This is an optimization exercise on Yosys and OpenROAD, whose aim is small area and a short achievable clock period, not a production implementation. Function was not checked in any run shown here: the RTL went through the layout flow alone.

==> flow/design.v, too long to show whole: its modules and the start of the top module <==
// module PE: 1574 lines
module PE#(
    parameter d_width = 32,
    parameter a_width = 8,
    parameter iact_size =  5,
    parameter kernel_size = 3
)
(
    input start,
    input clk, rst_n,
    input [d_width -1 : 0] weight,
    input [d_width -1 : 0] iact,
    output reg load_weight,
    output reg load_iact,
    output reg done,
    output reg [d_width -1 : 0] pe_out
);
  // ...
==> flow/flow/run.sh <==
#!/bin/bash
# Layout flow: the standard layout (standard.sh) with these changes:
#  - the port buffers are buf_2 cells instead of the cell buffer_ports picks;
#  - timing repair aims at 6.9 ns of setup slack at the 10 ns clock, and
#    may only resize cells and swap pins (no buffers, no cloning).
set -euo pipefail
cat >> config.mk <<'EOC'
export BUFFER_PORTS_ARGS = -buffer_cell sky130_fd_sc_hd__buf_2
export SETUP_SLACK_MARGIN = 6.9
export SETUP_MOVE_SEQUENCE = sizeup,swap
EOC
bash standard.sh > standard.log 2>&1
==> flow/standard.sh <==
#!/bin/bash
# synth_recipe.tcl (not shown) runs the flow's synth.tcl, then flattens the netlist and writes it again
# the make line also repeats each setting of config.mk as NAME=value (left out here)
make -C /OpenROAD-flow-scripts/flow DESIGN_CONFIG=/design/flow/config.mk WORK_HOME=/design/flow/orfs CLKGATE_MAP_FILE= SYNTH_SCRIPT=/design/flow/synth_recipe.tcl "${@:-finish}"
==> flow/config.mk <==
export PLATFORM = sky130hd
export DESIGN_NAME = PE
export DESIGN_NICKNAME = PE
export VERILOG_FILES = /design/flow/design.v
export SDC_FILE = /design/flow/constraint.sdc
export NUM_CORES = 4
export LEC_CHECK = 0
export CAP_MARGIN = 20
export CORE_MARGIN = 2
export CORE_UTILIZATION = 60
export CTS_BUF_LIST = sky130_fd_sc_hd__clkbuf_16
export CTS_CLUSTER_DIAMETER = 100
export CTS_CLUSTER_SIZE = 32
export SLEW_MARGIN = 20
export BUFFER_PORTS_ARGS = -buffer_cell sky130_fd_sc_hd__buf_2
export SETUP_SLACK_MARGIN = 6.9
export SETUP_MOVE_SEQUENCE = sizeup,swap
==> flow/constraint.sdc <==
create_clock -name core_clock -period 10.0 [get_ports {clk}]
set_input_delay 2.0000 -clock core_clock [delete_from_list [all_inputs] [get_ports {clk}]]
set_output_delay 2.0000 -clock core_clock [all_outputs]
set_load 0.01 [all_outputs]
==> flow_summary.rst, run 1 <==
.. list-table::
   :header-rows: 1

   * - Metric
     - Value
   * - Outcome
     - finished clean
   * - CP arrival
     - 1.15 ns
   * - Max-Slew Margin vs Limit
     - 31.7%
   * - Cell type with the highest aggregate area in the netlist
     - sky130_fd_sc_hd__dfxtp_1
   * - Final hold violation count
     - 0
   * - Family with the most delay on the worst path
     - flip-flops
   * - Post-synth top flop
     - sky130_fd_sc_hd__dfxtp_1
   * - Commonest non-fill, non-tap cells in the layout
     - sky130_fd_sc_hd__xnor2_1, sky130_fd_sc_hd__dfxtp_1, sky130_fd_sc_hd__a22oi_1
   * - Simple-gate share of the synthesized area
     - 6.94%
   * - Depth of the worst hold-timing path
     - 0
   * - Most Used Layer, Global Route
     - met2
   * - Critical path launch point type
     - register
   * - Final-layout clock buffer total
     - 19
   * - Post-Route WL
     - 66500 µm
   * - Sequential fraction of total cell area
     - 31.9%
   * - Cell kind with the greatest summed area
     - multi-input combinational cells
   * - Final layout net count
     - 2881
   * - Met3 Wirelength
     - 3490 µm
   * - Most numerous cell types in the synthesized netlist
     - sky130_fd_sc_hd__xnor2_1, sky130_fd_sc_hd__dfxtp_1, sky130_fd_sc_hd__a22oi_1, sky130_fd_sc_hd__xor2_1, sky130_fd_sc_hd__nor2_1
   * - Highest routed layer
     - met4
   * - Via count
     - 19700
   * - Non-CTS inverters
     - 79
   * - IO Count
     - 102
   * - Termination of the worst setup path
     - load_weight
   * - Number of maximum-capacitance constraint violations
     - 0
   * - Fmax
     - 0.318 GHz
   * - Yosys warning total
     - 1
   * - Maximum clock path buffer count
     - 3
   * - Reg-to-reg slack, setup
     - 6.93 ns
   * - Num CTS Buffers
     - 19
   * - Port buffer count
     - 101
==> run 2: changes to the inputs <==
--- a/flow/config.mk
+++ b/flow/config.mk
@@ -13,4 +13,5 @@
 export CTS_CLUSTER_SIZE = 32
 export SLEW_MARGIN = 20
+export TNS_END_PERCENT = 30
 export BUFFER_PORTS_ARGS = -buffer_cell sky130_fd_sc_hd__buf_2
 export SETUP_SLACK_MARGIN = 6.9
==> run 2 against run 1 <==
  * Sequential share of layout area hardly changed
  * Cell area barely moved
  * Fmax decreased by 0.21%
  * Synthesized area unchanged
  * Register-to-register slack barely moved
  * Hold slack lost 0.0046 ns
  * Die area did not move
  * Utilization decreased by 0.063 points
  * Synthesized cell count did not move
  * Via count fell by 0.46%
  * Highest routed layer unchanged
==> flow_summary.rst, run 2 <==
.. list-table::
   :header-rows: 1

   * - Metric
     - Value
   * - Number of flip-flops and latches in the synthesized netlist
     - 450 (unchanged)
   * - Critical Path End Type
     - output pin (unchanged)
   * - Starting Density
     - 60.9% (unchanged)
   * - Sequential cell area
     - 9310 µm² (about the same)
   * - Worst endpoint required time
     - 8.00 ns (about the same)
   * - Number of flops mapped to enable cells by yosys
     - 0 (unchanged)
   * - Total half-perimeter wirelength after legalization and detailed placement
     - 47500 µm (unchanged)
   * - Chip Width
     - 219 µm (unchanged)
   * - Post-synth top flop
     - sky130_fd_sc_hd__dfxtp_1 (unchanged)
   * - Synth area leaders
     - sky130_fd_sc_hd__dfxtp_1, sky130_fd_sc_hd__xnor2_1, sky130_fd_sc_hd__a22oi_1 (unchanged)
   * - Cells on worst reg2reg path
     - 11 (unchanged)
   * - Most numerous cell types in the synthesized netlist
     - sky130_fd_sc_hd__xnor2_1, sky130_fd_sc_hd__dfxtp_1, sky130_fd_sc_hd__a22oi_1, sky130_fd_sc_hd__xor2_1, sky130_fd_sc_hd__nor2_1 (unchanged)
   * - Family with the most delay on the worst path
     - flip-flops (unchanged)
   * - Most numerous cell in the Yosys netlist
     - sky130_fd_sc_hd__xnor2_1 (unchanged)
   * - CP arrival
     - 1.15 ns (about the same)
   * - Standard cell area after detailed placement
     - 28200 µm² (unchanged)
   * - Diode insertion count for antenna repair
     - 0 (unchanged)
   * - WS Path Type
     - register to output pin (unchanged)
   * - Pre-Repair DR Iteration Count
     - 6 (unchanged)
   * - Maximum level of the CTS H-tree
     - 1 (unchanged)
   * - Commonest non-fill, non-tap cells in the layout
     - sky130_fd_sc_hd__xnor2_1, sky130_fd_sc_hd__dfxtp_1, sky130_fd_sc_hd__a22oi_1 (unchanged)
   * - Final setup skew
     - 0.0444 ns (was 0.0429 ns)
   * - Series of cell instances along the critical path
     - buf_2 (unchanged)
   * - Post-Route WL
     - 66400 µm (was 66500 µm)
   * - Total Negative Setup Slacks
     - 0 ns (unchanged)
   * - Hold_sp
     - r1[11] (unchanged)
   * - Delay contributed by the slowest stage of the critical path
     - 0.42 ns (about the same)
   * - Global-route usage over all layers
     - 27.8% (about the same)
   * - Crit share post-route
     - 31.5% (about the same)
   * - Count of nets left with antenna violations after detail routing
     - 0 (unchanged)
   * - Via count
     - 19600 (was 19700)
   * - Outcome
     - finished clean (unchanged)
   * - Pre-CTS setup slack
     - 6.49 ns (unchanged)
   * - Final layout net count
     - 2881 (unchanged)
   * - IO Count
     - 102 (unchanged)
   * - Cell type with the highest aggregate area in the netlist
     - sky130_fd_sc_hd__dfxtp_1 (unchanged)
   * - End point of the worst hold path
     - r0[11] (unchanged)
   * - Total clock sinks
     - 450 (unchanged)
   * - Worst setup slack after layout
     - 6.85 ns (about the same)
   * - Die outline area
     - 47900 µm² (unchanged)
   * - Critical path launch point type
     - register (unchanged)
   * - Overflow left after global routing
     - 0 (unchanged)
   * - Number of fill cells
     - 3839 (was 3832)
   * - Number of library cell types mapped by synthesis
     - 61 (unchanged)
   * - Number of maximum-capacitance constraint violations
     - 0 (unchanged)
   * - Net count after synthesis
     - 2904 (unchanged)
   * - Cell Rows
     - 78 (unchanged)
   * - Number of global-route vias before repair
     - 19600 (was 19700)
   * - Unrepaired setup endpoints after global routing
     - yes (unchanged)
   * - Average footprint of a synthesized cell
     - 9.96 µm² (unchanged)
   * - Num CTS Buffers
     - 19 (unchanged)
   * - Port buffer count
     - 101 (unchanged)
   * - Area growth, synth to finish
     - 5.07% (was 5.17%)
   * - Number of setup violations in the final report
     - 0 (unchanged)
   * - Clock root buffer
     - sky130_fd_sc_hd__clkbuf_16 (unchanged)
   * - Most common cell after layout, fill and taps aside
     - sky130_fd_sc_hd__xnor2_1 (unchanged)
   * - DRC violation count after routing
     - 0 (unchanged)
   * - Number of antenna violations at the first check in global routing
     - 0 (unchanged)
   * - Cell with the largest stage delay on the worst path
     - sky130_fd_sc_hd__dfrtp_1 (unchanged)
   * - Clock latency at the later pin of the worst-skew pair
     - 0.59 ns (about the same)
   * - Routability congestion estimate
     - 0.846 (unchanged)
   * - Max-Slew Margin vs Limit
     - 32.1% (was 31.7%)
   * - Die Y
     - 219 µm (unchanged)
   * - Final number of max-transition violations
     - 0 (unchanged)
   * - Clock-pin slew on the worst setup and hold paths
     - 0.12 ns (about the same)
   * - Final hold violation count
     - 0 (unchanged)
   * - Measured slew at the worst slew-check pin
     - 1.01 ns (was 1.02 ns)
   * - Iter 0 DRT Violations
     - 1395 (was 1375)
   * - Placeable core area
     - 45500 µm² (unchanged)
   * - Maximum number of pins on one net before global-route repair
     - 78 (unchanged)
   * - Fraction of final layout cells sized beyond drive strength 1
     - 15.3% (was 15.4%)
   * - First-pass GRT wire length
     - 106000 µm (about the same)
   * - Fmax
     - 0.317 GHz (was 0.318 GHz)
   * - Reg-to-reg slack, setup
     - 6.94 ns (was 6.93 ns)
   * - Async S/R FF share, synth
     - 10.2% (unchanged)
   * - Worst Hold Class
     - register to register (unchanged)
   * - Footprint of the multi-input gates
     - 17400 µm² (unchanged)
   * - Yosys warning total
     - 1 (unchanged)
   * - Maximum clock path buffer count
     - 3 (unchanged)
   * - Worst reg2reg endpoint
     - pe_out[29] (unchanged)
   * - Portion of the post-synthesis area used by sequential elements
     - 33.3% (unchanged)
   * - Post-CTS Hold Fix Bufs
     - 0 (unchanged)
   * - Depth of the worst hold-timing path
     - 0 (unchanged)
   * - Final Critical Period
     - 3.15 ns (about the same)
   * - CTS tree
     - built (unchanged)
   * - Yosys top cell area share
     - 29.2% (unchanged)
   * - Vias/cell
     - 5.81 (was 5.84)
   * - Cell area after synthesis
     - 27700 µm² (unchanged)
   * - Max FO, Critical Path
     - 3 (unchanged)
   * - Post-CTS repair timing setup buffer count
     - 0 (unchanged)
   * - Startpoint of the lowest-slack register-to-register path
     - acc0_c[23] (unchanged)
   * - Final Instance Area
     - 29100 µm² (was 29200 µm²)
   * - Average detailed-routed wire length per instance
     - 19.7 µm (about the same)
   * - Number of buffers and inverters on the critical path
     - 1 (unchanged)
   * - Number of cells produced by synthesis
     - 2784 (unchanged)
==> run 2: cell counts after synthesis <==
No cell type changed its count.
==> run 2: cell type report <==
type | instances | area share (%)
Sequential cell | 450 | 32.0
Tap cell | 600 | 2.58
Inverter | 79 | 1.02
Timing Repair Buffer | 140 | 2.83
Clock inverter | 8 | 0.335
Multi-Input combinational cell | 2071 | 59.6
Clock buffer | 19 | 1.63
==> run 2: metrics by stage <==
| stage | std cells | util, % | hold slack [ns] |
|---|---|---|---|
| CTS | 3367 | 63.6 | 0.303 |
| finish | 3367 | 64.0 | 0.296 |
| floorplan | 2784 | - | 0.310 |
| global route | 3367 | 64.0 | 0.305 |
| detailed placement | 3340 | 62.0 | 0.312 |
| global placement | 3340 | 62.0 | 0.309 |
==> run 2: worst max-delay path by stage <==
stage / to / start / cells past startpoint / slack (ns)
after detailed placement: pe_out[28] / acc0_s[16] / 14 / 6.49
final: load_weight / load_weight / 1 / 6.85
after global routing: load_iact / load_iact / 1 / 6.80
after global placement: pe_out[28] / acc0_s[16] / 14 / 6.59
after floorplan: pe_out[28] / acc0_s[16] / 14 / 6.88
after CTS: load_weight / load_weight / 1 / 6.83
==> run 2: what timing repair did <==
action	in CTS	in global routing
endpoints found under the setup margin	75	88
cloned	0	0
gates resized for setup	44	55
pin swaps	10	19
==> run 2: metal layers <==
metal  wire length, µm  vias up  GRT usage [%]
met5                 0        -              0
met4              2140        0           9.32
met3              3280      119           3.04
met2             30500      552           45.8
met1             30500     9487           38.0
li1                  -     9404              -
==> run 2: kinds of logic after synthesis <==
kind of cell	Yosys count	share of synthesized area (%)
XOR/XNOR	815	28.0
flip-flops	450	33.3
AO/OA/AOI/OAI	438	11.1
AND/OR/NAND/NOR	421	6.94
adder cells (fa/ha/maj)	267	10.5
buffers and inverters	263	4.99
multiplexers	130	5.06

what the ideal ports hide:
No port has a modelled driver above. Below, the same layouts with a new extraction and two added sets of constraints.
Step 1: set_driving_cell puts a clkbuf_16 on clk and a buf_2 on each other input, an assumption about the parent block.
Step 2 moves the port delays by t, midway between the first and last clock arrival at a register: inputs arrive t later, outputs are due t later. That takes back most of the time a late clock gives input paths.
Three values: no drivers, after step 1, after step 2; two values: the first two.
run	t, ns	setup WS [ns]	worst data-port slew with drivers (ns)	cell pins on the clock port's net
run 1	0.624	6.852 / 6.793 / 6.897	0.05	1
run 2	0.627	6.846 / 6.786 / 6.886	0.05	1
After both steps every run listed still meets setup and hold.
